Background: an optimization exercise with open tools, aiming at small area and a short achievable clock period. Do not read the settings as production practice.
At most, simulation tests tie the RTL to the original design; equivalence was not proved.
No functional check of the RTL was part of run 1.

## flow/design.v (module list and top-level ports; edited modules follow where they fit)
// module full_adder: 10 lines
// module final_adder: 244 lines
// module fp32_unpacker: 22 lines
// module fp32_aligner: 18 lines
// module wallace_tree_8_inputs: 507 lines
// module fp32_normalizer_rounder: 471 lines
// module fp32_packer: 14 lines
// module fp32_adder_tree_8_inputs: 511 lines
module fp32_adder_tree_8_inputs (
    input wire clk,
    input wire rst_n,
    input wire [127:0] dvr_fp32addtree8to1_s0,
    input wire [127:0] dvr_fp32addtree8to1_s1,
    input wire [2:0] cru_fp32addtree8to1,
    output wire [127:0] dr_fp32addtree8to1_d
);
  // ...
==> flow/flow/run.sh <==
#!/bin/bash
# Layout flow: ORFS, with two changes to its synthesis script and a setup
# margin for timing repair.
#  - synthesis: Yosys's generic synth step runs without its quick ABC pass, so
#    the full adders written in the RTL reach extract_fa as written (no
#    inverters around them); the final ABC mapping uses flow/abc.script.
#  - layout: standard steps; repair_timing aims at SETUP_SLACK_MARGIN; the
#    port buffers are the platform's smallest buffer.
# Each tool's output goes to ORFS's own logs (orfs/logs/...); make's output to flow.log.
set -euo pipefail
HERE=$(pwd)
FL=$HERE/flow
source $FL/params.sh
sed -e 's#^source \$::env(SCRIPTS_DIR)/synth_preamble.tcl#&\nset abc_args [lreplace $abc_args 1 1 '"$FL"'/abc.script]#' \
    -e 's#synth -top \$::env(DESIGN_NAME) -run fine: {\*}\$synth_full_args#& -noabc#' \
    $FLOW_HOME/scripts/synth.tcl > $HERE/my_synth.tcl
grep -q -- '-noabc' $HERE/my_synth.tcl
grep -q 'abc.script\]' $HERE/my_synth.tcl
sed -e "s#source \$::env(SCRIPTS_DIR)/synth.tcl#source $HERE/my_synth.tcl#" synth_recipe.tcl > my_synth_recipe.tcl
grep -q my_synth.tcl my_synth_recipe.tcl
sed -e "s#SYNTH_SCRIPT=[^ ]*#SYNTH_SCRIPT=$HERE/my_synth_recipe.tcl#" standard.sh > my_standard.sh
grep -q my_synth_recipe.tcl my_standard.sh
export SETUP_SLACK_MARGIN=$MARGIN
# every port still gets a buffer, the smallest one
export BUFFER_PORTS_ARGS="${PORTBUF:--buffer_cell sky130_fd_sc_hd__buf_1}"
bash my_standard.sh finish > flow.log 2>&1
==> flow/flow/abc.script <==
strash
dch
map -B 0.9 -a
topo
mfs
strash
dch
map -B 0.9
topo
mfs
strash
dch
map -B 0.9
topo
stime -c
==> flow/flow/params.sh <==
MARGIN=41.5

==> flow/standard.sh <==
#!/bin/bash
# synth_recipe.tcl (not shown) runs the flow's synth.tcl, then flattens the netlist and writes it again
# the make line also repeats each setting of config.mk as NAME=value (left out here)
make -C /OpenROAD-flow-scripts/flow DESIGN_CONFIG=/design/flow/config.mk WORK_HOME=/design/flow/orfs CLKGATE_MAP_FILE= SYNTH_SCRIPT=/design/flow/synth_recipe.tcl "${@:-finish}"
==> flow/config.mk <==
export PLATFORM = sky130hd
export DESIGN_NAME = fp32_adder_tree_8_inputs
export DESIGN_NICKNAME = fp32_adder_tree_8_inputs
export VERILOG_FILES = /design/flow/design.v
export SDC_FILE = /design/flow/constraint.sdc
export NUM_CORES = 8
export LEC_CHECK = 0
export ABC_AREA = 1
export CAP_MARGIN = 20
export CORE_MARGIN = 2
export CORE_UTILIZATION = 40
export SLEW_MARGIN = 20
==> flow/constraint.sdc <==
create_clock -name core_clock -period 64.0 [get_ports {clk}]
set_input_delay 12.8000 -clock core_clock [delete_from_list [all_inputs] [get_ports {clk}]]
set_output_delay 12.8000 -clock core_clock [all_outputs]
set_load 0.01 [all_outputs]
==> flow_metrics.py, run 1 <==
metrics = {
    "run_status": {
        "outcome": "complete, no violations",
    },
    "drt": {
        "wirelength_um": 129400,
        "maxUsedRoutingLayer": "met5",
        "routedWlPerCell_um": 19.11,
    },
    "layout": {
        "clkCellAreaFrac_pct": 0.8639,
        "syn_to_final_growth_pct": 13.67,
        "fin_cells": 6768,
        "top_register": "row_a_q",
        "signal_buffers": 465,
    },
    "worst_setup_path": {
        "cp.depth": 43,
        "max_stage_delay_ns": 0.67,
    },
    "cts": {
        "htree_levels": 3,
        "clk_path_buf_depth": 2,
        "cts_resized": 67,
        "cts_root_buffer": "clkbuf_16",
    },
    "synthesis": {
        "synthAdderAreaFrac_pct": 20.07,
        "synth_top_family_by_area": "simple AND/OR/NAND/NOR gates",
        "yosys.area.top_type": "nand2_1",
        "synth_edf_count": 0,
        "ys_types": 44,
        "synth-seq-area-share_pct": 5.600,
        "yosys_warnings": 1,
    },
    "hold_path": {
        "hold_path.class": "in -> async",
    },
    "sta": {
        "hold_slack_ns": 12.17,
        "period_share_pct": 34.20,
    },
    "placed_design": {
        "numPlacedInstances": 6714,
        "dp_slack_ns": 39.87,
    },
    "global_route": {
        "antenna_found_initial": 2,
    },
}
==> module fp32_unpacker, before the edit <==
module fp32_unpacker (
    input  wire [31:0] fp_in,
    output wire        sign,
    output wire [7:0]  exponent,    
    output wire [7:0]  raw_exponent,
    output wire        hidden,      
    output wire [22:0] mantissa,
    output wire        is_inf,
    output wire        is_nan
);
    wire [7:0] e = fp_in[30:23];
    wire e_zero = ~|e;
    wire e_ones = &e;
    wire m_zero = ~|fp_in[22:0];
    assign sign = fp_in[31];
    assign exponent = {e[7:1], e[0] | e_zero};
    assign raw_exponent = e;
    assign hidden = ~e_zero;
    assign mantissa = fp_in[22:0];
    assign is_inf = e_ones & m_zero;
    assign is_nan = e_ones & ~m_zero;
endmodule
==> module fp32_adder_tree_8_inputs, before the edit <==
module fp32_adder_tree_8_inputs (
    input wire clk,
    input wire rst_n,
    input wire [127:0] dvr_fp32addtree8to1_s0,
    input wire [127:0] dvr_fp32addtree8to1_s1,
    input wire [2:0] cru_fp32addtree8to1,
    output wire [127:0] dr_fp32addtree8to1_d
);
    genvar i;
    wire [7:0] sgn, hid, inf, nan;
    wire [7:0] ex [0:7];
    wire [7:0] exr [0:7];       
    wire [22:0] man [0:7];
    generate
        for (i = 0; i < 8; i = i + 1) begin : unpack_gen
            fp32_unpacker u (
                .fp_in({dvr_fp32addtree8to1_s1[16*i +: 16], dvr_fp32addtree8to1_s0[16*i +: 16]}),
                .sign(sgn[i]), .exponent(ex[i]), .hidden(hid[i]), .mantissa(man[i]),
                .raw_exponent(exr[i]),
                .is_inf(inf[i]), .is_nan(nan[i]));
        end
    endgenerate
    wire pinf = |(inf & ~sgn);
    wire ninf = |(inf & sgn);
    wire res_nan = (|nan) | (pinf & ninf);
    wire res_inf = pinf | ninf;
    wire all_neg = &sgn;
    wire [7:0] x0 = exr[0];
    wire [7:0] x1 = exr[1];
    wire [7:0] x2 = exr[2];
    wire [7:0] x3 = exr[3];
    wire [7:0] x4 = exr[4];
    wire [7:0] x5 = exr[5];
    wire [7:0] x6 = exr[6];
    wire [7:0] x7 = exr[7];
    wire mx_1 = x0[0] & ~x1[0];
    wire mx_2 = x0[1] & ~x1[1];
    wire mx_3 = x0[2] & ~x1[2];
    wire mx_4 = x0[3] & ~x1[3];
    wire mx_5 = x0[4] & ~x1[4];
    wire mx_6 = x0[5] & ~x1[5];
    wire mx_7 = x0[6] & ~x1[6];
    wire mx_8 = x0[7] & ~x1[7];
    wire mx_9 = x0[0] | ~x1[0];
    wire mx_10 = x0[1] | ~x1[1];
    wire mx_11 = x0[2] | ~x1[2];
    wire mx_12 = x0[3] | ~x1[3];
    wire mx_13 = x0[4] | ~x1[4];
    wire mx_14 = x0[5] | ~x1[5];
    wire mx_15 = x0[6] | ~x1[6];
    wire mx_16 = x0[7] | ~x1[7];
    wire mx_17 = mx_1 | (mx_9 & 1'b1);
    wire mx_18 = mx_2 | (mx_10 & mx_17);
    wire mx_19 = mx_10 & mx_9;
    wire mx_20 = mx_3 | (mx_11 & mx_2);
    wire mx_21 = mx_11 & mx_10;
    wire mx_22 = mx_4 | (mx_12 & mx_3);
    wire mx_23 = mx_12 & mx_11;
    wire mx_24 = mx_5 | (mx_13 & mx_4);
    wire mx_25 = mx_13 & mx_12;
    wire mx_26 = mx_6 | (mx_14 & mx_5);
    wire mx_27 = mx_14 & mx_13;
    wire mx_28 = mx_7 | (mx_15 & mx_6);
    wire mx_29 = mx_15 & mx_14;
    wire mx_30 = mx_8 | (mx_16 & mx_7);
    wire mx_31 = mx_16 & mx_15;
    wire mx_32 = mx_20 | (mx_21 & mx_17);
    wire mx_33 = mx_21 & mx_9;
    wire mx_34 = mx_22 | (mx_23 & mx_18);
    wire mx_35 = mx_23 & mx_19;
    wire mx_36 = mx_24 | (mx_25 & mx_20);
    wire mx_37 = mx_25 & mx_21;
    wire mx_38 = mx_26 | (mx_27 & mx_22);
    wire mx_39 = mx_27 & mx_23;
    wire mx_40 = mx_28 | (mx_29 & mx_24);
    wire mx_41 = mx_29 & mx_25;
    wire mx_42 = mx_30 | (mx_31 & mx_26);
    wire mx_43 = mx_31 & mx_27;
    wire mx_44 = mx_36 | (mx_37 & mx_17);
    wire mx_45 = mx_37 & mx_9;
    wire mx_46 = mx_38 | (mx_39 & mx_18);
    wire mx_47 = mx_39 & mx_19;
    wire mx_48 = mx_40 | (mx_41 & mx_32);
    wire mx_49 = mx_41 & mx_33;
    wire mx_50 = mx_42 | (mx_43 & mx_34);
    wire mx_51 = mx_43 & mx_35;
    wire [7:0] mx0_0 = mx_50 ? x0 : x1;
    wire mx_52 = x2[0] & ~x3[0];
    wire mx_53 = x2[1] & ~x3[1];
    wire mx_54 = x2[2] & ~x3[2];
    wire mx_55 = x2[3] & ~x3[3];
    wire mx_56 = x2[4] & ~x3[4];
    wire mx_57 = x2[5] & ~x3[5];
    wire mx_58 = x2[6] & ~x3[6];
    wire mx_59 = x2[7] & ~x3[7];
    wire mx_60 = x2[0] | ~x3[0];
    wire mx_61 = x2[1] | ~x3[1];
    wire mx_62 = x2[2] | ~x3[2];
    wire mx_63 = x2[3] | ~x3[3];
    wire mx_64 = x2[4] | ~x3[4];
    wire mx_65 = x2[5] | ~x3[5];
    wire mx_66 = x2[6] | ~x3[6];
    wire mx_67 = x2[7] | ~x3[7];
    wire mx_68 = mx_52 | (mx_60 & 1'b1);
    wire mx_69 = mx_53 | (mx_61 & mx_68);
    wire mx_70 = mx_61 & mx_60;
    wire mx_71 = mx_54 | (mx_62 & mx_53);
    wire mx_72 = mx_62 & mx_61;
    wire mx_73 = mx_55 | (mx_63 & mx_54);
    wire mx_74 = mx_63 & mx_62;
    wire mx_75 = mx_56 | (mx_64 & mx_55);
    wire mx_76 = mx_64 & mx_63;
    wire mx_77 = mx_57 | (mx_65 & mx_56);
    wire mx_78 = mx_65 & mx_64;
    wire mx_79 = mx_58 | (mx_66 & mx_57);
    wire mx_80 = mx_66 & mx_65;
    wire mx_81 = mx_59 | (mx_67 & mx_58);
    wire mx_82 = mx_67 & mx_66;
    wire mx_83 = mx_71 | (mx_72 & mx_68);
    wire mx_84 = mx_72 & mx_60;
    wire mx_85 = mx_73 | (mx_74 & mx_69);
    wire mx_86 = mx_74 & mx_70;
    wire mx_87 = mx_75 | (mx_76 & mx_71);
    wire mx_88 = mx_76 & mx_72;
    wire mx_89 = mx_77 | (mx_78 & mx_73);
    wire mx_90 = mx_78 & mx_74;
    wire mx_91 = mx_79 | (mx_80 & mx_75);
    wire mx_92 = mx_80 & mx_76;
    wire mx_93 = mx_81 | (mx_82 & mx_77);
    wire mx_94 = mx_82 & mx_78;
    wire mx_95 = mx_87 | (mx_88 & mx_68);
    wire mx_96 = mx_88 & mx_60;
    wire mx_97 = mx_89 | (mx_90 & mx_69);
    wire mx_98 = mx_90 & mx_70;
    wire mx_99 = mx_91 | (mx_92 & mx_83);
    wire mx_100 = mx_92 & mx_84;
    wire mx_101 = mx_93 | (mx_94 & mx_85);
    wire mx_102 = mx_94 & mx_86;
    wire [7:0] mx0_1 = mx_101 ? x2 : x3;
    wire mx_103 = x4[0] & ~x5[0];
    wire mx_104 = x4[1] & ~x5[1];
    wire mx_105 = x4[2] & ~x5[2];
    wire mx_106 = x4[3] & ~x5[3];
    wire mx_107 = x4[4] & ~x5[4];
    wire mx_108 = x4[5] & ~x5[5];
    wire mx_109 = x4[6] & ~x5[6];
    wire mx_110 = x4[7] & ~x5[7];
    wire mx_111 = x4[0] | ~x5[0];
    wire mx_112 = x4[1] | ~x5[1];
    wire mx_113 = x4[2] | ~x5[2];
    wire mx_114 = x4[3] | ~x5[3];
    wire mx_115 = x4[4] | ~x5[4];
    wire mx_116 = x4[5] | ~x5[5];
    wire mx_117 = x4[6] | ~x5[6];
    wire mx_118 = x4[7] | ~x5[7];
    wire mx_119 = mx_103 | (mx_111 & 1'b1);
    wire mx_120 = mx_104 | (mx_112 & mx_119);
    wire mx_121 = mx_112 & mx_111;
    wire mx_122 = mx_105 | (mx_113 & mx_104);
    wire mx_123 = mx_113 & mx_112;
    wire mx_124 = mx_106 | (mx_114 & mx_105);
    wire mx_125 = mx_114 & mx_113;
    wire mx_126 = mx_107 | (mx_115 & mx_106);
    wire mx_127 = mx_115 & mx_114;
    wire mx_128 = mx_108 | (mx_116 & mx_107);
    wire mx_129 = mx_116 & mx_115;
    wire mx_130 = mx_109 | (mx_117 & mx_108);
    wire mx_131 = mx_117 & mx_116;
    wire mx_132 = mx_110 | (mx_118 & mx_109);
    wire mx_133 = mx_118 & mx_117;
    wire mx_134 = mx_122 | (mx_123 & mx_119);
    wire mx_135 = mx_123 & mx_111;
    wire mx_136 = mx_124 | (mx_125 & mx_120);
    wire mx_137 = mx_125 & mx_121;
    wire mx_138 = mx_126 | (mx_127 & mx_122);
    wire mx_139 = mx_127 & mx_123;
    wire mx_140 = mx_128 | (mx_129 & mx_124);
    wire mx_141 = mx_129 & mx_125;
    wire mx_142 = mx_130 | (mx_131 & mx_126);
    wire mx_143 = mx_131 & mx_127;
    wire mx_144 = mx_132 | (mx_133 & mx_128);
    wire mx_145 = mx_133 & mx_129;
    wire mx_146 = mx_138 | (mx_139 & mx_119);
    wire mx_147 = mx_139 & mx_111;
    wire mx_148 = mx_140 | (mx_141 & mx_120);
    wire mx_149 = mx_141 & mx_121;
    wire mx_150 = mx_142 | (mx_143 & mx_134);
    wire mx_151 = mx_143 & mx_135;
    wire mx_152 = mx_144 | (mx_145 & mx_136);
    wire mx_153 = mx_145 & mx_137;
    wire [7:0] mx0_2 = mx_152 ? x4 : x5;
    wire mx_154 = x6[0] & ~x7[0];
    wire mx_155 = x6[1] & ~x7[1];
    wire mx_156 = x6[2] & ~x7[2];
    wire mx_157 = x6[3] & ~x7[3];
    wire mx_158 = x6[4] & ~x7[4];
    wire mx_159 = x6[5] & ~x7[5];
    wire mx_160 = x6[6] & ~x7[6];
    wire mx_161 = x6[7] & ~x7[7];
    wire mx_162 = x6[0] | ~x7[0];
    wire mx_163 = x6[1] | ~x7[1];
    wire mx_164 = x6[2] | ~x7[2];
    wire mx_165 = x6[3] | ~x7[3];
    wire mx_166 = x6[4] | ~x7[4];
    wire mx_167 = x6[5] | ~x7[5];
    wire mx_168 = x6[6] | ~x7[6];
    wire mx_169 = x6[7] | ~x7[7];
    wire mx_170 = mx_154 | (mx_162 & 1'b1);
    wire mx_171 = mx_155 | (mx_163 & mx_170);
    wire mx_172 = mx_163 & mx_162;
    wire mx_173 = mx_156 | (mx_164 & mx_155);
    wire mx_174 = mx_164 & mx_163;
    wire mx_175 = mx_157 | (mx_165 & mx_156);
    wire mx_176 = mx_165 & mx_164;
    wire mx_177 = mx_158 | (mx_166 & mx_157);
    wire mx_178 = mx_166 & mx_165;
    wire mx_179 = mx_159 | (mx_167 & mx_158);
    wire mx_180 = mx_167 & mx_166;
    wire mx_181 = mx_160 | (mx_168 & mx_159);
    wire mx_182 = mx_168 & mx_167;
    wire mx_183 = mx_161 | (mx_169 & mx_160);
    wire mx_184 = mx_169 & mx_168;
    wire mx_185 = mx_173 | (mx_174 & mx_170);
    wire mx_186 = mx_174 & mx_162;
    wire mx_187 = mx_175 | (mx_176 & mx_171);
    wire mx_188 = mx_176 & mx_172;
    wire mx_189 = mx_177 | (mx_178 & mx_173);
    wire mx_190 = mx_178 & mx_174;
    wire mx_191 = mx_179 | (mx_180 & mx_175);
    wire mx_192 = mx_180 & mx_176;
    wire mx_193 = mx_181 | (mx_182 & mx_177);
    wire mx_194 = mx_182 & mx_178;
    wire mx_195 = mx_183 | (mx_184 & mx_179);
    wire mx_196 = mx_184 & mx_180;
    wire mx_197 = mx_189 | (mx_190 & mx_170);
    wire mx_198 = mx_190 & mx_162;
    wire mx_199 = mx_191 | (mx_192 & mx_171);
    wire mx_200 = mx_192 & mx_172;
    wire mx_201 = mx_193 | (mx_194 & mx_185);
    wire mx_202 = mx_194 & mx_186;
    wire mx_203 = mx_195 | (mx_196 & mx_187);
    wire mx_204 = mx_196 & mx_188;
    wire [7:0] mx0_3 = mx_203 ? x6 : x7;
    wire mx_205 = mx0_0[0] & ~mx0_1[0];
    wire mx_206 = mx0_0[1] & ~mx0_1[1];
    wire mx_207 = mx0_0[2] & ~mx0_1[2];
    wire mx_208 = mx0_0[3] & ~mx0_1[3];
    wire mx_209 = mx0_0[4] & ~mx0_1[4];
    wire mx_210 = mx0_0[5] & ~mx0_1[5];
    wire mx_211 = mx0_0[6] & ~mx0_1[6];
    wire mx_212 = mx0_0[7] & ~mx0_1[7];
    wire mx_213 = mx0_0[0] | ~mx0_1[0];
    wire mx_214 = mx0_0[1] | ~mx0_1[1];
    wire mx_215 = mx0_0[2] | ~mx0_1[2];
    wire mx_216 = mx0_0[3] | ~mx0_1[3];
    wire mx_217 = mx0_0[4] | ~mx0_1[4];
    wire mx_218 = mx0_0[5] | ~mx0_1[5];
    wire mx_219 = mx0_0[6] | ~mx0_1[6];
    wire mx_220 = mx0_0[7] | ~mx0_1[7];
    wire mx_221 = mx_205 | (mx_213 & 1'b1);
    wire mx_222 = mx_206 | (mx_214 & mx_221);
    wire mx_223 = mx_214 & mx_213;
    wire mx_224 = mx_207 | (mx_215 & mx_206);
    wire mx_225 = mx_215 & mx_214;
    wire mx_226 = mx_208 | (mx_216 & mx_207);
    wire mx_227 = mx_216 & mx_215;
    wire mx_228 = mx_209 | (mx_217 & mx_208);
    wire mx_229 = mx_217 & mx_216;
    wire mx_230 = mx_210 | (mx_218 & mx_209);
    wire mx_231 = mx_218 & mx_217;
    wire mx_232 = mx_211 | (mx_219 & mx_210);
    wire mx_233 = mx_219 & mx_218;
    wire mx_234 = mx_212 | (mx_220 & mx_211);
    wire mx_235 = mx_220 & mx_219;
    wire mx_236 = mx_224 | (mx_225 & mx_221);
    wire mx_237 = mx_225 & mx_213;
    wire mx_238 = mx_226 | (mx_227 & mx_222);
    wire mx_239 = mx_227 & mx_223;
    wire mx_240 = mx_228 | (mx_229 & mx_224);
    wire mx_241 = mx_229 & mx_225;
    wire mx_242 = mx_230 | (mx_231 & mx_226);
    wire mx_243 = mx_231 & mx_227;
    wire mx_244 = mx_232 | (mx_233 & mx_228);
    wire mx_245 = mx_233 & mx_229;
    wire mx_246 = mx_234 | (mx_235 & mx_230);
    wire mx_247 = mx_235 & mx_231;
    wire mx_248 = mx_240 | (mx_241 & mx_221);
    wire mx_249 = mx_241 & mx_213;
    wire mx_250 = mx_242 | (mx_243 & mx_222);
    wire mx_251 = mx_243 & mx_223;
    wire mx_252 = mx_244 | (mx_245 & mx_236);
    wire mx_253 = mx_245 & mx_237;
    wire mx_254 = mx_246 | (mx_247 & mx_238);
    wire mx_255 = mx_247 & mx_239;
    wire [7:0] mx1_0 = mx_254 ? mx0_0 : mx0_1;
    wire mx_256 = mx0_2[0] & ~mx0_3[0];
    wire mx_257 = mx0_2[1] & ~mx0_3[1];
    wire mx_258 = mx0_2[2] & ~mx0_3[2];
    wire mx_259 = mx0_2[3] & ~mx0_3[3];
    wire mx_260 = mx0_2[4] & ~mx0_3[4];
    wire mx_261 = mx0_2[5] & ~mx0_3[5];
    wire mx_262 = mx0_2[6] & ~mx0_3[6];
    wire mx_263 = mx0_2[7] & ~mx0_3[7];
    wire mx_264 = mx0_2[0] | ~mx0_3[0];
    wire mx_265 = mx0_2[1] | ~mx0_3[1];
    wire mx_266 = mx0_2[2] | ~mx0_3[2];
    wire mx_267 = mx0_2[3] | ~mx0_3[3];
    wire mx_268 = mx0_2[4] | ~mx0_3[4];
    wire mx_269 = mx0_2[5] | ~mx0_3[5];
    wire mx_270 = mx0_2[6] | ~mx0_3[6];
    wire mx_271 = mx0_2[7] | ~mx0_3[7];
    wire mx_272 = mx_256 | (mx_264 & 1'b1);
    wire mx_273 = mx_257 | (mx_265 & mx_272);
    wire mx_274 = mx_265 & mx_264;
    wire mx_275 = mx_258 | (mx_266 & mx_257);
    wire mx_276 = mx_266 & mx_265;
    wire mx_277 = mx_259 | (mx_267 & mx_258);
    wire mx_278 = mx_267 & mx_266;
    wire mx_279 = mx_260 | (mx_268 & mx_259);
    wire mx_280 = mx_268 & mx_267;
    wire mx_281 = mx_261 | (mx_269 & mx_260);
    wire mx_282 = mx_269 & mx_268;
    wire mx_283 = mx_262 | (mx_270 & mx_261);
    wire mx_284 = mx_270 & mx_269;
    wire mx_285 = mx_263 | (mx_271 & mx_262);
    wire mx_286 = mx_271 & mx_270;
    wire mx_287 = mx_275 | (mx_276 & mx_272);
    wire mx_288 = mx_276 & mx_264;
    wire mx_289 = mx_277 | (mx_278 & mx_273);
    wire mx_290 = mx_278 & mx_274;
    wire mx_291 = mx_279 | (mx_280 & mx_275);
    wire mx_292 = mx_280 & mx_276;
    wire mx_293 = mx_281 | (mx_282 & mx_277);
    wire mx_294 = mx_282 & mx_278;
    wire mx_295 = mx_283 | (mx_284 & mx_279);
    wire mx_296 = mx_284 & mx_280;
    wire mx_297 = mx_285 | (mx_286 & mx_281);
    wire mx_298 = mx_286 & mx_282;
    wire mx_299 = mx_291 | (mx_292 & mx_272);
    wire mx_300 = mx_292 & mx_264;
    wire mx_301 = mx_293 | (mx_294 & mx_273);
    wire mx_302 = mx_294 & mx_274;
    wire mx_303 = mx_295 | (mx_296 & mx_287);
    wire mx_304 = mx_296 & mx_288;
    wire mx_305 = mx_297 | (mx_298 & mx_289);
    wire mx_306 = mx_298 & mx_290;
    wire [7:0] mx1_1 = mx_305 ? mx0_2 : mx0_3;
    wire mx_307 = mx1_0[0] & ~mx1_1[0];
    wire mx_308 = mx1_0[1] & ~mx1_1[1];
    wire mx_309 = mx1_0[2] & ~mx1_1[2];
    wire mx_310 = mx1_0[3] & ~mx1_1[3];
    wire mx_311 = mx1_0[4] & ~mx1_1[4];
    wire mx_312 = mx1_0[5] & ~mx1_1[5];
    wire mx_313 = mx1_0[6] & ~mx1_1[6];
    wire mx_314 = mx1_0[7] & ~mx1_1[7];
    wire mx_315 = mx1_0[0] | ~mx1_1[0];
    wire mx_316 = mx1_0[1] | ~mx1_1[1];
    wire mx_317 = mx1_0[2] | ~mx1_1[2];
    wire mx_318 = mx1_0[3] | ~mx1_1[3];
    wire mx_319 = mx1_0[4] | ~mx1_1[4];
    wire mx_320 = mx1_0[5] | ~mx1_1[5];
    wire mx_321 = mx1_0[6] | ~mx1_1[6];
    wire mx_322 = mx1_0[7] | ~mx1_1[7];
    wire mx_323 = mx_307 | (mx_315 & 1'b1);
    wire mx_324 = mx_308 | (mx_316 & mx_323);
    wire mx_325 = mx_316 & mx_315;
    wire mx_326 = mx_309 | (mx_317 & mx_308);
    wire mx_327 = mx_317 & mx_316;
    wire mx_328 = mx_310 | (mx_318 & mx_309);
    wire mx_329 = mx_318 & mx_317;
    wire mx_330 = mx_311 | (mx_319 & mx_310);
    wire mx_331 = mx_319 & mx_318;
    wire mx_332 = mx_312 | (mx_320 & mx_311);
    wire mx_333 = mx_320 & mx_319;
    wire mx_334 = mx_313 | (mx_321 & mx_312);
    wire mx_335 = mx_321 & mx_320;
    wire mx_336 = mx_314 | (mx_322 & mx_313);
    wire mx_337 = mx_322 & mx_321;
    wire mx_338 = mx_326 | (mx_327 & mx_323);
    wire mx_339 = mx_327 & mx_315;
    wire mx_340 = mx_328 | (mx_329 & mx_324);
    wire mx_341 = mx_329 & mx_325;
    wire mx_342 = mx_330 | (mx_331 & mx_326);
    wire mx_343 = mx_331 & mx_327;
    wire mx_344 = mx_332 | (mx_333 & mx_328);
    wire mx_345 = mx_333 & mx_329;
    wire mx_346 = mx_334 | (mx_335 & mx_330);
    wire mx_347 = mx_335 & mx_331;
    wire mx_348 = mx_336 | (mx_337 & mx_332);
    wire mx_349 = mx_337 & mx_333;
    wire mx_350 = mx_342 | (mx_343 & mx_323);
    wire mx_351 = mx_343 & mx_315;
    wire mx_352 = mx_344 | (mx_345 & mx_324);
    wire mx_353 = mx_345 & mx_325;
    wire mx_354 = mx_346 | (mx_347 & mx_338);
    wire mx_355 = mx_347 & mx_339;
    wire mx_356 = mx_348 | (mx_349 & mx_340);
    wire mx_357 = mx_349 & mx_341;
    wire [7:0] mx2_0 = mx_356 ? mx1_0 : mx1_1;
    wire [7:0] emaxr = mx2_0;
    wire allz = ~|(exr[0] | exr[1] | exr[2] | exr[3] | exr[4] | exr[5] | exr[6] | exr[7]);
    wire [7:0] emax = emaxr | {7'b0, allz};
    wire [7:0] dif [0:7];
    wire [7:0] nx0 = ~ex[0];
    wire [7:0] d0;
    wire [5:0] dl0 = {1'b0, emaxr[4:0]} - {1'b0, ex[0][4:0]};
    wire [2:0] dh0 = emaxr[7:5] - ex[0][7:5];
    wire big0 = (dh0 >= 3'd2) | ((dh0 == 3'd1) & ~dl0[5]);
    assign d0 = allz ? 8'd0 : {2'b00, big0, dl0[4:0]};
    assign dif[0] = d0;
    wire [7:0] nx1 = ~ex[1];
    wire [7:0] d1;
    wire [5:0] dl1 = {1'b0, emaxr[4:0]} - {1'b0, ex[1][4:0]};
    wire [2:0] dh1 = emaxr[7:5] - ex[1][7:5];
    wire big1 = (dh1 >= 3'd2) | ((dh1 == 3'd1) & ~dl1[5]);
    assign d1 = allz ? 8'd0 : {2'b00, big1, dl1[4:0]};
    assign dif[1] = d1;
    wire [7:0] nx2 = ~ex[2];
    wire [7:0] d2;
    wire [5:0] dl2 = {1'b0, emaxr[4:0]} - {1'b0, ex[2][4:0]};
    wire [2:0] dh2 = emaxr[7:5] - ex[2][7:5];
    wire big2 = (dh2 >= 3'd2) | ((dh2 == 3'd1) & ~dl2[5]);
    assign d2 = allz ? 8'd0 : {2'b00, big2, dl2[4:0]};
    assign dif[2] = d2;
    wire [7:0] nx3 = ~ex[3];
    wire [7:0] d3;
    wire [5:0] dl3 = {1'b0, emaxr[4:0]} - {1'b0, ex[3][4:0]};
    wire [2:0] dh3 = emaxr[7:5] - ex[3][7:5];
    wire big3 = (dh3 >= 3'd2) | ((dh3 == 3'd1) & ~dl3[5]);
    assign d3 = allz ? 8'd0 : {2'b00, big3, dl3[4:0]};
    assign dif[3] = d3;
    wire [7:0] nx4 = ~ex[4];
    wire [7:0] d4;
    wire [5:0] dl4 = {1'b0, emaxr[4:0]} - {1'b0, ex[4][4:0]};
    wire [2:0] dh4 = emaxr[7:5] - ex[4][7:5];
    wire big4 = (dh4 >= 3'd2) | ((dh4 == 3'd1) & ~dl4[5]);
    assign d4 = allz ? 8'd0 : {2'b00, big4, dl4[4:0]};
    assign dif[4] = d4;
    wire [7:0] nx5 = ~ex[5];
    wire [7:0] d5;
    wire [5:0] dl5 = {1'b0, emaxr[4:0]} - {1'b0, ex[5][4:0]};
    wire [2:0] dh5 = emaxr[7:5] - ex[5][7:5];
    wire big5 = (dh5 >= 3'd2) | ((dh5 == 3'd1) & ~dl5[5]);
    assign d5 = allz ? 8'd0 : {2'b00, big5, dl5[4:0]};
    assign dif[5] = d5;
    wire [7:0] nx6 = ~ex[6];
    wire [7:0] d6;
    wire [5:0] dl6 = {1'b0, emaxr[4:0]} - {1'b0, ex[6][4:0]};
    wire [2:0] dh6 = emaxr[7:5] - ex[6][7:5];
    wire big6 = (dh6 >= 3'd2) | ((dh6 == 3'd1) & ~dl6[5]);
    assign d6 = allz ? 8'd0 : {2'b00, big6, dl6[4:0]};
    assign dif[6] = d6;
    wire [7:0] nx7 = ~ex[7];
    wire [7:0] d7;
    wire [5:0] dl7 = {1'b0, emaxr[4:0]} - {1'b0, ex[7][4:0]};
    wire [2:0] dh7 = emaxr[7:5] - ex[7][7:5];
    wire big7 = (dh7 >= 3'd2) | ((dh7 == 3'd1) & ~dl7[5]);
    assign d7 = allz ? 8'd0 : {2'b00, big7, dl7[4:0]};
    assign dif[7] = d7;
    wire [255:0] aligned;
    generate
        for (i = 0; i < 8; i = i + 1) begin : align_gen
            fp32_aligner a (
                .sign(sgn[i]), .hidden(hid[i]), .mantissa(man[i]),
                .diff(dif[i]),
                .aligned(aligned[32*i +: 32]));
        end
    endgenerate
    wire [35:0] row_a, row_b, sum;
    wallace_tree_8_inputs tree (.data_in(aligned), .sgn(sgn), .row_a(row_a), .row_b(row_b));
    reg [35:0] row_a_q;
    reg [35:0] row_b_q;
    reg [7:0] emax_q;
    reg nan_q;
    reg inf_q;
    reg ninf_q;
    reg allneg_q;
    reg valid_q;
    reg [1:0] seg_q;
    always @(posedge clk or negedge rst_n) begin
        if (!rst_n) valid_q <= 1'b0;
        else valid_q <= cru_fp32addtree8to1[2];
    end
    always @(posedge clk) begin
        row_a_q <= row_a;
        row_b_q <= row_b;
        emax_q <= emax;
        nan_q <= res_nan;
        inf_q <= res_inf;
        ninf_q <= ninf;
        allneg_q <= all_neg;
        seg_q <= cru_fp32addtree8to1[1:0];
    end
    wire [35:0] sum_q;
    final_adder cpa (.a(row_a_q), .b(row_b_q), .sum(sum_q));
    wire neg = sum_q[35];
    wire [34:0] mag = sum_q[34:0] ^ {35{neg}};
    wire zero = ~|mag;
    wire sign = zero ? allneg_q : neg;
    wire [30:0] res;
    wire overflow;
    fp32_normalizer_rounder nr (.mag(mag), .exp_in(emax_q), .res(res), .overflow(overflow));
    wire [31:0] fp_sum_result;
    fp32_packer pk (.res_nan(nan_q), .res_inf(inf_q), .inf_sign(ninf_q),
                    .overflow(overflow), .sign(sign), .res(res), .fp_out(fp_sum_result));
    assign dr_fp32addtree8to1_d = {
        {32{valid_q & (seg_q == 2'b11)}} & fp_sum_result,
        {32{valid_q & (seg_q == 2'b10)}} & fp_sum_result,
        {32{valid_q & (seg_q == 2'b01)}} & fp_sum_result,
        {32{valid_q & (seg_q == 2'b00)}} & fp_sum_result};
endmodule
==> run 2, diff against run 1 <==
--- a/flow/design.v
+++ b/flow/design.v
@@ -258,3 +258,2 @@
     output wire [7:0]  exponent,    
-    output wire [7:0]  raw_exponent,
     output wire        hidden,      
@@ -270,3 +269,2 @@
     assign exponent = {e[7:1], e[0] | e_zero};
-    assign raw_exponent = e;
     assign hidden = ~e_zero;
@@ -1297,3 +1295,2 @@
     wire [7:0] ex [0:7];
-    wire [7:0] exr [0:7];       
     wire [22:0] man [0:7];
@@ -1304,3 +1301,2 @@
                 .sign(sgn[i]), .exponent(ex[i]), .hidden(hid[i]), .mantissa(man[i]),
-                .raw_exponent(exr[i]),
                 .is_inf(inf[i]), .is_nan(nan[i]));
@@ -1313,10 +1309,10 @@
     wire all_neg = &sgn;
-    wire [7:0] x0 = exr[0];
-    wire [7:0] x1 = exr[1];
-    wire [7:0] x2 = exr[2];
-    wire [7:0] x3 = exr[3];
-    wire [7:0] x4 = exr[4];
-    wire [7:0] x5 = exr[5];
-    wire [7:0] x6 = exr[6];
-    wire [7:0] x7 = exr[7];
+    wire [7:0] x0 = ex[0];
+    wire [7:0] x1 = ex[1];
+    wire [7:0] x2 = ex[2];
+    wire [7:0] x3 = ex[3];
+    wire [7:0] x4 = ex[4];
+    wire [7:0] x5 = ex[5];
+    wire [7:0] x6 = ex[6];
+    wire [7:0] x7 = ex[7];
     wire mx_1 = x0[0] & ~x1[0];
@@ -1685,5 +1681,3 @@
     wire [7:0] mx2_0 = mx_356 ? mx1_0 : mx1_1;
-    wire [7:0] emaxr = mx2_0;
-    wire allz = ~|(exr[0] | exr[1] | exr[2] | exr[3] | exr[4] | exr[5] | exr[6] | exr[7]);
-    wire [7:0] emax = emaxr | {7'b0, allz};
+    wire [7:0] emax = mx2_0;
     wire [7:0] dif [0:7];
@@ -1691,6 +1685,6 @@
     wire [7:0] d0;
-    wire [5:0] dl0 = {1'b0, emaxr[4:0]} - {1'b0, ex[0][4:0]};
-    wire [2:0] dh0 = emaxr[7:5] - ex[0][7:5];
+    wire [5:0] dl0 = {1'b0, emax[4:0]} - {1'b0, ex[0][4:0]};
+    wire [2:0] dh0 = emax[7:5] - ex[0][7:5];
     wire big0 = (dh0 >= 3'd2) | ((dh0 == 3'd1) & ~dl0[5]);
-    assign d0 = allz ? 8'd0 : {2'b00, big0, dl0[4:0]};
+    assign d0 = {2'b00, big0, dl0[4:0]};
     assign dif[0] = d0;
@@ -1698,6 +1692,6 @@
     wire [7:0] d1;
-    wire [5:0] dl1 = {1'b0, emaxr[4:0]} - {1'b0, ex[1][4:0]};
-    wire [2:0] dh1 = emaxr[7:5] - ex[1][7:5];
+    wire [5:0] dl1 = {1'b0, emax[4:0]} - {1'b0, ex[1][4:0]};
+    wire [2:0] dh1 = emax[7:5] - ex[1][7:5];
     wire big1 = (dh1 >= 3'd2) | ((dh1 == 3'd1) & ~dl1[5]);
-    assign d1 = allz ? 8'd0 : {2'b00, big1, dl1[4:0]};
+    assign d1 = {2'b00, big1, dl1[4:0]};
     assign dif[1] = d1;
@@ -1705,6 +1699,6 @@
     wire [7:0] d2;
-    wire [5:0] dl2 = {1'b0, emaxr[4:0]} - {1'b0, ex[2][4:0]};
-    wire [2:0] dh2 = emaxr[7:5] - ex[2][7:5];
+    wire [5:0] dl2 = {1'b0, emax[4:0]} - {1'b0, ex[2][4:0]};
+    wire [2:0] dh2 = emax[7:5] - ex[2][7:5];
     wire big2 = (dh2 >= 3'd2) | ((dh2 == 3'd1) & ~dl2[5]);
-    assign d2 = allz ? 8'd0 : {2'b00, big2, dl2[4:0]};
+    assign d2 = {2'b00, big2, dl2[4:0]};
     assign dif[2] = d2;
@@ -1712,6 +1706,6 @@
     wire [7:0] d3;
-    wire [5:0] dl3 = {1'b0, emaxr[4:0]} - {1'b0, ex[3][4:0]};
-    wire [2:0] dh3 = emaxr[7:5] - ex[3][7:5];
+    wire [5:0] dl3 = {1'b0, emax[4:0]} - {1'b0, ex[3][4:0]};
+    wire [2:0] dh3 = emax[7:5] - ex[3][7:5];
     wire big3 = (dh3 >= 3'd2) | ((dh3 == 3'd1) & ~dl3[5]);
-    assign d3 = allz ? 8'd0 : {2'b00, big3, dl3[4:0]};
+    assign d3 = {2'b00, big3, dl3[4:0]};
     assign dif[3] = d3;
@@ -1719,6 +1713,6 @@
     wire [7:0] d4;
-    wire [5:0] dl4 = {1'b0, emaxr[4:0]} - {1'b0, ex[4][4:0]};
-    wire [2:0] dh4 = emaxr[7:5] - ex[4][7:5];
+    wire [5:0] dl4 = {1'b0, emax[4:0]} - {1'b0, ex[4][4:0]};
+    wire [2:0] dh4 = emax[7:5] - ex[4][7:5];
     wire big4 = (dh4 >= 3'd2) | ((dh4 == 3'd1) & ~dl4[5]);
-    assign d4 = allz ? 8'd0 : {2'b00, big4, dl4[4:0]};
+    assign d4 = {2'b00, big4, dl4[4:0]};
     assign dif[4] = d4;
@@ -1726,6 +1720,6 @@
     wire [7:0] d5;
-    wire [5:0] dl5 = {1'b0, emaxr[4:0]} - {1'b0, ex[5][4:0]};
-    wire [2:0] dh5 = emaxr[7:5] - ex[5][7:5];
+    wire [5:0] dl5 = {1'b0, emax[4:0]} - {1'b0, ex[5][4:0]};
+    wire [2:0] dh5 = emax[7:5] - ex[5][7:5];
     wire big5 = (dh5 >= 3'd2) | ((dh5 == 3'd1) & ~dl5[5]);
-    assign d5 = allz ? 8'd0 : {2'b00, big5, dl5[4:0]};
+    assign d5 = {2'b00, big5, dl5[4:0]};
     assign dif[5] = d5;
@@ -1733,6 +1727,6 @@
     wire [7:0] d6;
-    wire [5:0] dl6 = {1'b0, emaxr[4:0]} - {1'b0, ex[6][4:0]};
-    wire [2:0] dh6 = emaxr[7:5] - ex[6][7:5];
+    wire [5:0] dl6 = {1'b0, emax[4:0]} - {1'b0, ex[6][4:0]};
+    wire [2:0] dh6 = emax[7:5] - ex[6][7:5];
     wire big6 = (dh6 >= 3'd2) | ((dh6 == 3'd1) & ~dl6[5]);
-    assign d6 = allz ? 8'd0 : {2'b00, big6, dl6[4:0]};
+    assign d6 = {2'b00, big6, dl6[4:0]};
     assign dif[6] = d6;
@@ -1740,6 +1734,6 @@
     wire [7:0] d7;
-    wire [5:0] dl7 = {1'b0, emaxr[4:0]} - {1'b0, ex[7][4:0]};
-    wire [2:0] dh7 = emaxr[7:5] - ex[7][7:5];
+    wire [5:0] dl7 = {1'b0, emax[4:0]} - {1'b0, ex[7][4:0]};
+    wire [2:0] dh7 = emax[7:5] - ex[7][7:5];
     wire big7 = (dh7 >= 3'd2) | ((dh7 == 3'd1) & ~dl7[5]);
-    assign d7 = allz ? 8'd0 : {2'b00, big7, dl7[4:0]};
+    assign d7 = {2'b00, big7, dl7[4:0]};
     assign dif[7] = d7;
==> flow_metrics.py, run 2 <==
metrics = {
    "run_status": {
        "outcome": "complete, no violations",
    },
    "sta": {
        "period_share_pct": 34.30,
        "fmax_ghz": 0.04555,
        "finalCriticalPeriod_ns": 21.95,
        "rsz0062_at_grt": "true",
        "hold_viol": 0,
        "worst_slew_pin_slew_ns": 1.039,
        "drv_slew": 0,
        "hold_slack_ns": 12.17,
        "maxSlewHeadroom_pct": 30.31,
        "tns_ns": 0,
        "setup_viol": 0,
    },
    "synthesis": {
        "async_flop_share_pct": 1.163,
        "synth_flop_cell": "dfxtp_1",
        "yosys.area.top_type": "nand2_1",
        "ys_types": 43,
        "synth_edf_count": 0,
        "synth_commonest_cells": "nand2_1, o21ai_0, clkinv_1, nor2_1, nand3_1",
        "synth_top_area_share_pct": 20.65,
        "synth-seq-cells": 86,
        "synth-seq-area-share_pct": 5.699,
        "syn_area_per_cell_um2": 5.965,
        "yosys_warnings": 1,
        "yosysMostFrequentCell": "nand2_1",
        "synth.area.top_cells": "nand2_1, fa_1, o21ai_0",
        "synth_area_um2": 30300,
        "netlist_instances": 5079,
        "synth_nets": 5705,
    },
    "global_route": {
        "grt_pass1_wl_um": 191200,
        "grt-ovfl-total": 0,
        "grt_usage_pct": 31.44,
        "grt_max_degree": 41,
        "grt_pass1_vias": 33140,
        "antenna_found_initial": 6,
    },
    "layout": {
        "top_register": "row_a_q",
        "syn_to_final_growth_pct": 12.39,
        "final_cell_mix": "nand2_1, o21ai_0, clkinv_1",
        "largest_reg_flops": 36,
        "multiInputGateArea_um2": 26840,
        "final_layout_size_suffix_gt1_share_pct": 4.458,
        "finalNetCount": 6162,
        "reg.largest.list": "row_a_q: 36 flops, row_b_q: 35 flops, emax_q: 8 flops",
        "layout_commonest_cell": "nand2_1",
        "fill_cells": 8338,
        "ff_latch_area_um2": 1727,
    },
    "worst_setup_path": {
        "arrival_ns": 22.21,
        "cp-startpoint": "dvr_fp32addtree8to1_s1[123]",
        "cp_slowest_cell": "nor2_1",
        "worst_setup_path_end_kind": "register",
        "worstPathMaxFanout": 14,
        "critical_path_required_ns": 64.26,
        "worstSetupStartpointType": "primary input",
        "max_stage_delay_ns": 0.72,
        "crit_type": "in -> reg",
        "critPathMostFrequentCell": "nand2_1",
    },
    "cts": {
        "clkSlewWorstSetupHoldPaths_ns": 0.07,
        "clk_path_buf_depth": 2,
        "numCtsBuffers": 9,
        "postCtsHoldBufs": 0,
        "clock_sinks": 86,
        "cts_tree": "built",
        "htree_levels": 3,
        "cts_root_buffer": "clkbuf_16",
    },
    "placed_design": {
        "dp_hpwl_um": 109100,
        "place_congestion": 1.024,
        "port_buffers": 388,
    },
    "drt": {
        "drtIter0Drc": 2881,
        "detail-route-antenna-nets": 0,
        "viasPerCell": 5.463,
        "dr.pass1.iters": 6,
        "num_vias": 35580,
        "drc_errors": 0,
        "routedWlPerCell_um": 19.46,
        "wirelength_um": 126800,
    },
    "floorplan": {
        "rows": 100,
        "die_height_um": 279.2,
        "coreArea_um2": 74700,
        "die_area_um2": 77960,
        "ioPinCount": 389,
        "start_util_pct": 40.56,
        "die_x_um": 279.2,
    },
    "run": {
        "drv_cap": 0,
    },
    "hold_path": {
        "hold_path.class": "in -> async",
    },
}
-- run 2: cell types whose count changed in the layout (fill, tap and decap cells not counted), sizes merged, moves of 12 or more --
cell,previous run,this run
a22o,11,39
clkinvlp,27,15
nand3,344,377
nand2,1562,1669
a22oi,2,45
o21ai,794,660
or2,78,28
nor2,470,457
o22ai,38,14
a21oi,96,77
clkinv,668,510
buf,462,443
-- run 2: repair_timing --
| item | in CTS | in global routing |
|---|---|---|
| resized for setup | 30 | 92 |
| cloned | 0 | 2 |
| setup buffers | 1 | 3 |
| pin swaps | 1 | 3 |
| endpoints found under the hold margin | 0 | 0 |
| endpoints found under the setup margin | 68 | 192 |
-- run 2: through the flow --
| step | instance area (um^2) | util (%) | cells | worst slack [ns] |
|---|---|---|---|---|
| floorplan | 30300 | - | 5079 | 41.74 |
| detailed placement | 33400 | 44.71 | 6488 | 40.02 |
| global route | 34040 | 45.57 | 6512 | 41.39 |
| finish | 34050 | 45.58 | 6514 | 42.05 |
| CTS | 33770 | 45.21 | 6505 | 41.52 |
| global placement | 33400 | 44.71 | 6488 | 40.01 |
-- run 2: worst max path at each step --
stage / slack [ns] / to
finish: 42.05 / row_a_q[1]$_DFF_P_
detailed placement: 40.02 / row_a_q[1]$_DFF_P_
global placement: 40.01 / row_a_q[1]$_DFF_P_
floorplan: 41.74 / row_a_q[1]$_DFF_P_
CTS: 41.52 / row_a_q[1]$_DFF_P_
global route: 41.39 / row_a_q[1]$_DFF_P_
-- run 2: routing by layer --
metal	vias to the layer above	share of wire, %	track usage [%]
met5	-	0.018	0
met4	4	4.9	14.31
met2	1232	46	52.79
li1	17880	-	-
met3	257	5.9	3.330
met1	16210	43	40.53
-- run 2: cell families after synthesis --
| group | Yosys count | synth area share, % |
|---|---|---|
| AO/OA/AOI/OAI | 943 | 17.66 |
| flip-flops | 86 | 5.699 |
| buffers and inverters | 530 | 6.567 |
| adder cells (fa/ha/maj) | 365 | 20.43 |
| multiplexers | 79 | 2.610 |
| AND/OR/NAND/NOR | 2753 | 37.70 |
| XOR/XNOR | 323 | 9.338 |
-- run 2: final cells by class --
cell class                      count  share of cell area (%)
Timing Repair Buffer              444                   5.553
Sequential cell                    86                   5.071
Multi-Input combinational cell   4465                   78.84
Antenna cell                        4                 0.02940
Inverter                          530                   6.078
Tap cell                          969                   3.561
Clock inverter                      7                  0.2095
Clock buffer                        9                  0.6615
-- run 2: critical path: cells and delay by family --
| kind | cells | cell delay [ns] |
|---|---|---|
| and+or+nand+nor | 18 | 2.86 |
| adders and majority gates | 5 | 2.41 |
| AOI/OAI and AO/OA | 11 | 2.05 |
| buffers and inverters | 9 | 1.43 |
| xor gates and xnor gates | 2 | 0.62 |
==> run 3, diff against run 2 <==
==> flow/flow/params.sh (replaced) <==
MARGIN=43

==> flow_metrics.py, run 3 <==
metrics = {
    "drt": {
        "drc_errors": 0,
        "wirelength_um": 138800,
        "detail-route-antenna-nets": 0,
        "dr.pass1.iters": 6,
        "drtIter0Drc": 3664,
        "routedWlPerCell_um": 20.77,
        "num_vias": 37590,
        "viasPerCell": 5.624,
    },
    "global_route": {
        "grt_pass1_wl_um": 202200,
        "grt_pass1_vias": 34230,
        "antenna_found_initial": 9,
        "gr-usage-met1_pct": 42.95,
        "grt_usage_pct": 33.35,
        "grt_max_degree": 41,
        "gr-max-usage-layer": "met2",
        "use_met2_pct": 57.03,
        "grt-ovfl-total": 0,
        "met3_usage_pct": 3.807,
    },
    "run_status": {
        "outcome": "complete, no violations",
    },
    "sta": {
        "period_share_pct": 32.60,
        "fmax_ghz": 0.04793,
        "maxSlewHeadroom_pct": 20.77,
        "drv_slew": 0,
        "rsz0062_at_grt": "true",
        "fin_ws_ns": 43.14,
        "hold_viol": 0,
        "worst_slew_pin_slew_ns": 1.178,
        "tns_ns": 0,
        "setup_viol": 0,
        "finalCriticalPeriod_ns": 20.86,
    },
    "layout": {
        "finalNetCount": 6334,
        "fill_cells": 7905,
        "syn_to_final_growth_pct": 25.51,
        "final_cell_area_um2": 38020,
        "final_layout_size_suffix_gt1_share_pct": 13.85,
        "layout_commonest_cell": "nand2_1",
        "final_cell_mix": "nand2_1, o21ai_0, clkinv_1",
        "reg.largest.list": "row_a_q: 36 flops, row_b_q: 35 flops, emax_q: 8 flops",
        "utilization_pct": 50.90,
        "largest_reg_flops": 36,
        "top_register": "row_a_q",
    },
    "cts": {
        "htree_levels": 3,
        "cts_root_buffer": "clkbuf_16",
        "clk_path_buf_depth": 2,
        "numCtsBuffers": 9,
        "clock_sinks": 86,
        "cts_tree": "built",
        "clkSlewWorstSetupHoldPaths_ns": 0.09,
    },
    "synthesis": {
        "synth_area_um2": 30300,
        "synth_edf_count": 0,
        "synth_commonest_cells": "nand2_1, o21ai_0, clkinv_1, nor2_1, nand3_1",
        "netlist_instances": 5079,
        "async_flop_share_pct": 1.163,
        "synth_nets": 5705,
        "yosys.area.top_type": "nand2_1",
        "synth_top_area_share_pct": 20.65,
        "synth.area.top_cells": "nand2_1, fa_1, o21ai_0",
        "yosys_warnings": 1,
        "synth_flop_cell": "dfxtp_1",
        "yosysMostFrequentCell": "nand2_1",
        "ys_types": 43,
        "synth-seq-cells": 86,
        "synth-seq-area-share_pct": 5.699,
        "syn_area_per_cell_um2": 5.965,
    },
    "worst_setup_path": {
        "arrival_ns": 21.10,
        "cp.depth": 50,
        "cp-startpoint": "dvr_fp32addtree8to1_s1[88]",
        "max_stage_delay_ns": 0.57,
        "cp_top_family": "simple AND/OR/NAND/NOR gates",
        "endpoint": "row_a_q[6]$_DFF_P_",
        "crit_type": "in -> reg",
        "worstSetupStartpointType": "primary input",
        "crit_buf_inv": 11,
        "worst_setup_path_end_kind": "register",
        "critical_path_required_ns": 64.24,
        "critPathMostFrequentCell": "nand2_1",
        "cp_slowest_cell": "fa_1",
        "worstPathMaxFanout": 7,
    },
    "floorplan": {
        "die_height_um": 279.2,
        "coreArea_um2": 74700,
        "die_x_um": 279.2,
        "ioPinCount": 389,
        "rows": 100,
        "die_area_um2": 77960,
        "start_util_pct": 40.56,
    },
    "placed_design": {
        "port_buffers": 388,
        "place_congestion": 1.040,
        "dp_slack_ns": 40.12,
        "dp_hpwl_um": 113000,
        "placed_cell_area_um2": 33400,
    },
    "hold_path": {
        "hold_path.class": "in -> async",
    },
    "run": {
        "drv_cap": 0,
    },
}
-- run 3: cell counts after synthesis --
Identical to the previous run, type by type.
-- run 3: logic make-up (layout without fill, tap and decap cells) --
group	after synthesis	after routing	synth area share, %
other	0	2	0
AND/OR/NAND/NOR	2753	2767	37.70
AO/OA/AOI/OAI	943	943	17.66
XOR/XNOR	323	328	9.338
buffers and inverters	530	1145	6.567
multiplexers	79	79	2.610
flip-flops	86	86	5.699
adder cells (fa/ha/maj)	365	365	20.43
-- run 3: what timing repair did --
action / in CTS / in global routing
endpoints found under the setup margin: 192 / 192
setup buffers: 53 / 109
gates cloned: 15 / 17
hold buffers: 0 / 0
resized for setup: 289 / 543
pin swaps: 50 / 151
-- run 3: layout make-up --
type,instances,area [um^2],area share (%)
diodes,2,5.005,0.01316
clock buffers,9,225.2,0.5923
clock inverters,7,92.59,0.2435
inverters,530,2191,5.762
multi-input cells,4482,29150,76.67
flip-flops and latches,86,1728,4.544
well taps,969,1212,3.189
repair buffers,595,3388,8.911
repair inverters,4,27.53,0.07239
-- run 3: worst min path at each step --
stage          slack (ns)  startpoint           endpoint
2_1_floorplan       12.50       rst_n  valid_q$_DFF_PN0_
3_3_place_gp        12.56       rst_n  valid_q$_DFF_PN0_
3_5_place_dp        12.57       rst_n  valid_q$_DFF_PN0_
4_1_cts             12.15       rst_n  valid_q$_DFF_PN0_
5_1_grt             12.17       rst_n  valid_q$_DFF_PN0_
6_report            12.17       rst_n  valid_q$_DFF_PN0_
-- run 3: through the flow --
step,hold WS [ns],cells
after floorplan,12.50,5079
after global placement,12.56,6471
after detailed placement,12.57,6471
after CTS,12.15,6555
after global routing,12.17,6683
final,12.17,6684
-- run 3: per-layer routing --
layer / vias up / share of wire, %
met1: 17450 / 41
met5: - / 0.044
met2: 1533 / 47
met4: 8 / 4.7
li1: 18250 / -
met3: 347 / 6.7
==> run 4, diff against run 3 <==
==> flow/flow/abc.script (replaced) <==
strash
dch
map -B 0.9
topo
mfs
strash
dch
map -B 0.9
topo
mfs
strash
dch
map -B 0.9
topo
stime -c
==> flow_metrics.py, run 4 <==
metrics = {
    "run_status": {
        "outcome": "complete, no violations",
    },
    "cts": {
        "clock_sinks": 86,
        "numCtsBuffers": 9,
        "clkSlewWorstSetupHoldPaths_ns": 0.07,
        "postCtsHoldBufs": 0,
        "cts_tree": "built",
        "clk_path_buf_depth": 2,
        "htree_levels": 3,
        "cts_root_buffer": "clkbuf_16",
    },
    "layout": {
        "layout_commonest_cell": "nand2_1",
        "ff_latch_area_um2": 1727,
        "final_layout_size_suffix_gt1_share_pct": 9.835,
        "syn_to_final_growth_pct": 21.03,
        "top_register": "row_a_q",
        "final_cell_mix": "nand2_1, o21ai_0, clkinv_1",
        "reg.largest.list": "row_a_q: 36 flops, row_b_q: 35 flops, emax_q: 8 flops",
        "largest_reg_flops": 36,
        "finalNetCount": 6488,
        "utilization_pct": 49.11,
        "multiInputGateArea_um2": 28790,
        "fill_cells": 8374,
        "diodes": 0,
    },
    "worst_setup_path": {
        "crit_buf_inv": 10,
        "max_stage_delay_ns": 0.58,
        "arrival_ns": 21.13,
        "critical_path_required_ns": 64.25,
        "cp_top_family": "simple AND/OR/NAND/NOR gates",
        "worstSetupStartpointType": "primary input",
        "worstPathMaxFanout": 26,
        "critPathMostFrequentCell": "nand2_1",
        "crit_type": "in -> reg",
        "worst_setup_path_end_kind": "register",
        "cp_slowest_cell": "ha_1",
    },
    "synthesis": {
        "synth_top_family_by_area": "simple AND/OR/NAND/NOR gates",
        "synth-seq-cells": 86,
        "netlist_instances": 5277,
        "synth.area.top_cells": "nand2_1, fa_1, o21ai_0",
        "ys_types": 40,
        "synthMuxAreaShare_pct": 1.942,
        "synth_edf_count": 0,
        "yosys.area_share.simple_pct": 38.77,
        "synth_nets": 5903,
        "yosys.area.top_type": "nand2_1",
        "synth_flop_cell": "dfxtp_1",
        "synth_xor_area_share_pct": 8.724,
        "synth_compound_area_share_pct": 18.16,
        "syn_area_per_cell_um2": 5.860,
        "synth_top_area_share_pct": 21.37,
        "synth-seq-area-share_pct": 5.584,
        "synth_area_um2": 30920,
        "yosysMostFrequentCell": "nand2_1",
        "yosys_warnings": 1,
        "synthAdderAreaFrac_pct": 20.01,
        "synth_commonest_cells": "nand2_1, o21ai_0, clkinv_1, nor2_1, nand3_1",
        "async_flop_share_pct": 1.163,
    },
    "sta": {
        "setup_viol": 0,
        "drv_slew": 0,
        "fmax_ghz": 0.04790,
        "finalCriticalPeriod_ns": 20.88,
        "hold_viol": 0,
        "tns_ns": 0,
        "period_share_pct": 32.62,
        "rsz0062_at_grt": "true",
        "maxSlewHeadroom_pct": 25.47,
        "worst_slew_pin_slew_ns": 1.111,
    },
    "global_route": {
        "grt-ovfl-total": 0,
        "met3_usage_pct": 3.312,
        "grt_usage_pct": 34.15,
        "use_met2_pct": 56.04,
        "grt_max_degree": 45,
        "antenna_found_initial": 8,
        "grt_pass1_wl_um": 208700,
        "gr-max-usage-layer": "met2",
        "grt_pass1_vias": 34870,
        "gr-usage-met1_pct": 46.19,
    },
    "drt": {
        "routedWlPerCell_um": 20.66,
        "drc_errors": 0,
        "num_vias": 38670,
        "drtIter0Drc": 4107,
        "viasPerCell": 5.607,
        "detail-route-antenna-nets": 0,
        "wirelength_um": 142500,
        "dr.pass1.iters": 7,
    },
    "floorplan": {
        "start_util_pct": 40.58,
        "rows": 101,
        "die_height_um": 282.0,
        "die_area_um2": 79540,
        "die_x_um": 282.0,
        "coreArea_um2": 76200,
        "ioPinCount": 389,
    },
    "placed_design": {
        "dp_hpwl_um": 116800,
        "place_congestion": 1.057,
        "port_buffers": 388,
    },
    "hold_path": {
        "hold_path.class": "in -> async",
    },
    "run": {
        "drv_cap": 0,
    },
}
## run 4: cell count changes in the layout (fill, tap and decap cells not counted), sizes merged, moves of 9 or more
cell    before   now
a21oi       77    93
a31oi       18    27
buf        580   543
clkbuf      24    15
clkinv     489   535
inv         41    28
mux2i       79    60
nand2     1677  1764
nand3      378   402
nor2       460   500
o21ai      660   682
xnor2       36    26
## run 4: per-layer routing
| layer | wire, um | share of wire [%] |
|---|---|---|
| met1 | 61020 | 43 |
| met5 | 9 | 0.0063 |
| met2 | 65760 | 46 |
| met4 | 6155 | 4.3 |
| met3 | 9522 | 6.7 |
## run 4: how the worst max path moves through the flow
stage	to	cells past startpoint	slack [ns]	startpoint
6_report	row_a_q[7]$_DFF_P_	49	43.12	dvr_fp32addtree8to1_s1[106]
3_3_place_gp	row_a_q[2]$_DFF_P_	44	40.07	dvr_fp32addtree8to1_s1[108]
3_5_place_dp	row_a_q[2]$_DFF_P_	45	40.07	dvr_fp32addtree8to1_s1[108]
4_1_cts	row_a_q[2]$_DFF_P_	44	42.97	dvr_fp32addtree8to1_s1[107]
5_1_grt	row_a_q[1]$_DFF_P_	53	42.81	dvr_fp32addtree8to1_s1[110]
2_1_floorplan	row_a_q[1]$_DFF_P_	42	43.00	dvr_fp32addtree8to1_s1[40]
## run 4: what timing repair did
item,CTS,global route
pin swaps,41,62
setup endpoints to repair,192,192
setup buffers,45,75
resized for setup,212,332
cloned,16,11
## run 4: area by class of cell
cell class	instances	area share, %
Clock buffer	9	0.6018
Clock inverter	7	0.2006
Inverter	561	6.118
Multi-Input combinational cell	4648	76.91
Sequential cell	86	4.614
Tap cell	1030	3.444
Timing Repair Buffer	550	8.017
Timing Repair inverter	6	0.09027
## run 4: cell families after synthesis
family          Yosys count
fa+ha+maj               365
xor+xnor                308
simple gates           2900
buf+inv                 561
mux                      60
flops                    86
compound gates          997
## run 4: through the flow
stage | hold WS [ns] | worst slack [ns] | std cells | instance area, um^2
after global placement | 12.56 | 40.07 | 6734 | 34150
after floorplan | 12.50 | 43.00 | 5277 | 31100
final | 12.18 | 43.12 | 6897 | 37420
after CTS | 12.16 | 42.97 | 6811 | 35730
after global routing | 12.17 | 42.81 | 6897 | 37420
after detailed placement | 12.56 | 40.07 | 6734 | 34150
==> run 5, diff against run 4 <==
--- a/flow/flow/abc.script
+++ b/flow/flow/abc.script
@@ -1 +1,6 @@
+strash
+dch
+map -B 0.9
+topo
+mfs
 strash
==> flow/flow/params.sh (replaced) <==
MARGIN=42

==> flow_metrics.py, run 5 <==
metrics = {
    "synthesis": {
        "synth.area.top_cells": "nand2_1, fa_1, o21ai_0",
        "synth-seq-area-share_pct": 5.593,
        "synth_area_um2": 30870,
        "async_flop_share_pct": 1.163,
        "netlist_instances": 5224,
        "synth_flop_cell": "dfxtp_1",
        "synth_nets": 5850,
        "yosysMostFrequentCell": "nand2_1",
        "yosys_warnings": 1,
        "synth_edf_count": 0,
        "synth-seq-cells": 86,
        "syn_area_per_cell_um2": 5.910,
        "synth_commonest_cells": "nand2_1, o21ai_0, clkinv_1, nor2_1, nand3_1",
        "yosys.area.top_type": "nand2_1",
        "ys_types": 42,
        "synth_top_area_share_pct": 20.96,
    },
    "drt": {
        "routedWlPerCell_um": 20.31,
        "viasPerCell": 5.503,
        "drtIter0Drc": 3344,
        "num_vias": 37060,
        "wirelength_um": 136800,
        "detail-route-antenna-nets": 0,
        "drc_errors": 0,
        "dr.pass1.iters": 7,
    },
    "cts": {
        "cts_root_buffer": "clkbuf_16",
        "clk_path_buf_depth": 2,
        "cts_tree": "built",
        "postCtsHoldBufs": 0,
        "htree_levels": 3,
        "clock_sinks": 86,
        "clkSlewWorstSetupHoldPaths_ns": 0.07,
        "numCtsBuffers": 9,
    },
    "run_status": {
        "outcome": "complete, no violations",
    },
    "worst_setup_path": {
        "critPathMostFrequentCell": "nand2_1",
        "worstSetupStartpointType": "primary input",
        "worst_setup_path_end_kind": "register",
        "crit_type": "in -> reg",
        "max_stage_delay_ns": 0.63,
        "arrival_ns": 21.68,
        "cp_slowest_cell": "fa_1",
        "worstPathMaxFanout": 44,
        "critical_path_required_ns": 64.25,
        "cp-startpoint": "dvr_fp32addtree8to1_s1[24]",
    },
    "sta": {
        "hold_viol": 0,
        "fmax_ghz": 0.04666,
        "period_share_pct": 33.49,
        "drv_slew": 0,
        "finalCriticalPeriod_ns": 21.43,
        "worst_slew_pin_slew_ns": 1.075,
        "setup_viol": 0,
        "rsz0062_at_grt": "false",
        "tns_ns": 0,
        "maxSlewHeadroom_pct": 27.77,
    },
    "floorplan": {
        "start_util_pct": 40.51,
        "coreArea_um2": 76200,
        "die_area_um2": 79420,
        "die_x_um": 281.8,
        "rows": 101,
        "die_height_um": 281.8,
        "ioPinCount": 389,
    },
    "layout": {
        "fin_cells": 6735,
        "layout_commonest_cell": "nand2_1",
        "final_cell_mix": "nand2_1, o21ai_0, clkinv_1",
        "reg.largest.list": "row_a_q: 36 flops, row_b_q: 35 flops, emax_q: 8 flops",
        "largest_reg_flops": 36,
        "fill_cells": 8515,
        "finalNetCount": 6325,
        "syn_to_final_growth_pct": 13.67,
        "top_register": "row_a_q",
        "final_layout_size_suffix_gt1_share_pct": 4.698,
    },
    "global_route": {
        "grt_usage_pct": 33.18,
        "antenna_found_initial": 7,
        "grt_pass1_vias": 34180,
        "grt_pass1_wl_um": 203100,
        "gr-usage-met1_pct": 43.58,
        "gr-max-usage-layer": "met2",
        "grt_max_degree": 45,
        "use_met2_pct": 55.10,
        "met3_usage_pct": 3.820,
        "grt-ovfl-total": 0,
    },
    "placed_design": {
        "port_buffers": 388,
        "place_congestion": 1.033,
        "dp_hpwl_um": 116800,
        "numPlacedInstances": 6688,
    },
    "run": {
        "drv_cap": 0,
    },
    "hold_path": {
        "hold_path.class": "in -> async",
    },
}
## run 5: cell families (layout without fill, tap and decap cells)
group           after synthesis  count (layout)  synth area share (%)
mux                          93              93                 3.015
buf+inv                     575            1052                 6.991
xor+xnor                    310             311                 8.795
flops                        86              86                 5.593
compound gates              976             976                 17.69
fa+ha+maj                   365             365                 20.05
simple gates               2819            2821                 37.87
other cells                   0               1                     0
## run 5: final cells by class
class,count,area (um^2),area share (%)
Multi-Input combinational cell,4566,27480,78.29
Inverter,575,2235,6.368
Timing Repair Buffer,461,2064,5.883
Sequential cell,86,1727,4.920
Tap cell,1030,1289,3.672
Clock buffer,9,225.2,0.6418
Clock inverter,7,76.32,0.2175
Antenna cell,1,2.502,0.007131
## run 5: worst max-delay path: cells and delay by family
| kind | cells | cell delay (ns) |
|---|---|---|
| adder cells (fa/ha/maj) | 5 | 2.48 |
| AO/OA/AOI/OAI | 11 | 2.33 |
| AND/OR/NAND/NOR | 16 | 2.25 |
| XOR/XNOR | 1 | 0.18 |
| buffers and inverters | 7 | 1.58 |
## run 5: what timing repair did
| action | CTS | global route |
|---|---|---|
| endpoints found under the setup margin | 188 | 192 |
| buffers inserted | 9 | 18 |
| gates cloned | 1 | 2 |
| gates resized for setup | 62 | 94 |
| pin swaps | 5 | 8 |
## run 5: metrics by stage
stage	setup slack (ns)	hold WS [ns]	util, %	area [um^2]
floorplan	42.00	12.50	-	30940
global placement	39.42	12.58	44.67	34040
detailed placement	39.80	12.58	44.68	34050
CTS	42.00	12.19	45.43	34620
global route	41.99	12.19	46.05	35090
finish	42.57	12.20	46.05	35090
## run 5: how the worst max path moves through the flow
stage                               endpoint  slack, ns
after floorplan           row_a_q[8]$_DFF_P_      42.00
after global placement    row_a_q[2]$_DFF_P_      39.42
after detailed placement  row_a_q[6]$_DFF_P_      39.80
after CTS                 row_a_q[1]$_DFF_P_      42.00
after global routing      row_a_q[1]$_DFF_P_      41.99
final                     row_a_q[2]$_DFF_P_      42.57
## run 5: metal layers
layer  wire length [um]  up-vias
met1              58780    17180
met3               8763      251
met5                 28        -
met4               6660        6
met2              62540     1288
li1                   -    18340

re-timing with driven ports:
The flow's constraints put no driver on any port. The routed layouts listed below were extracted and timed again, unchanged, in two steps. Step 1 (the two cells are an assumption about what drives the block):
set clk [get_ports {clk}]
set_driving_cell -lib_cell sky130_fd_sc_hd__clkbuf_16 $clk
set_driving_cell -lib_cell sky130_fd_sc_hd__buf_2 [delete_from_list [all_inputs] $clk]
Step 2, shift: input delay + t, output delay - t, t = (earliest + latest rising clock arrival at the registers) / 2. This alone moves slack from input paths to output paths. Slacks: no drivers / after step 1 / after step 2; pairs: no drivers / after step 1.
run | shift t [ns] | setup slack, ns | worst register clock-pin slew, ns
run 1 | 0.409 | 42.115 / 42.128 / 41.718 | 0.09 / 0.09
run 2 | 0.437 | 42.048 / 42.077 / 41.640 | 0.10 / 0.10
run 3 | 0.420 | 43.138 / 43.157 / 42.737 | 0.09 / 0.09
run 4 | 0.429 | 43.121 / 43.143 / 42.714 | 0.09 / 0.09
run 5 | 0.415 | 42.569 / 42.595 / 42.180 | 0.08 / 0.08
After both steps setup and hold are still met in every run listed. For run 2, which loses most, drivers alone change the setup slack by +0.029 ns; drivers and shift together by -0.408 ns.
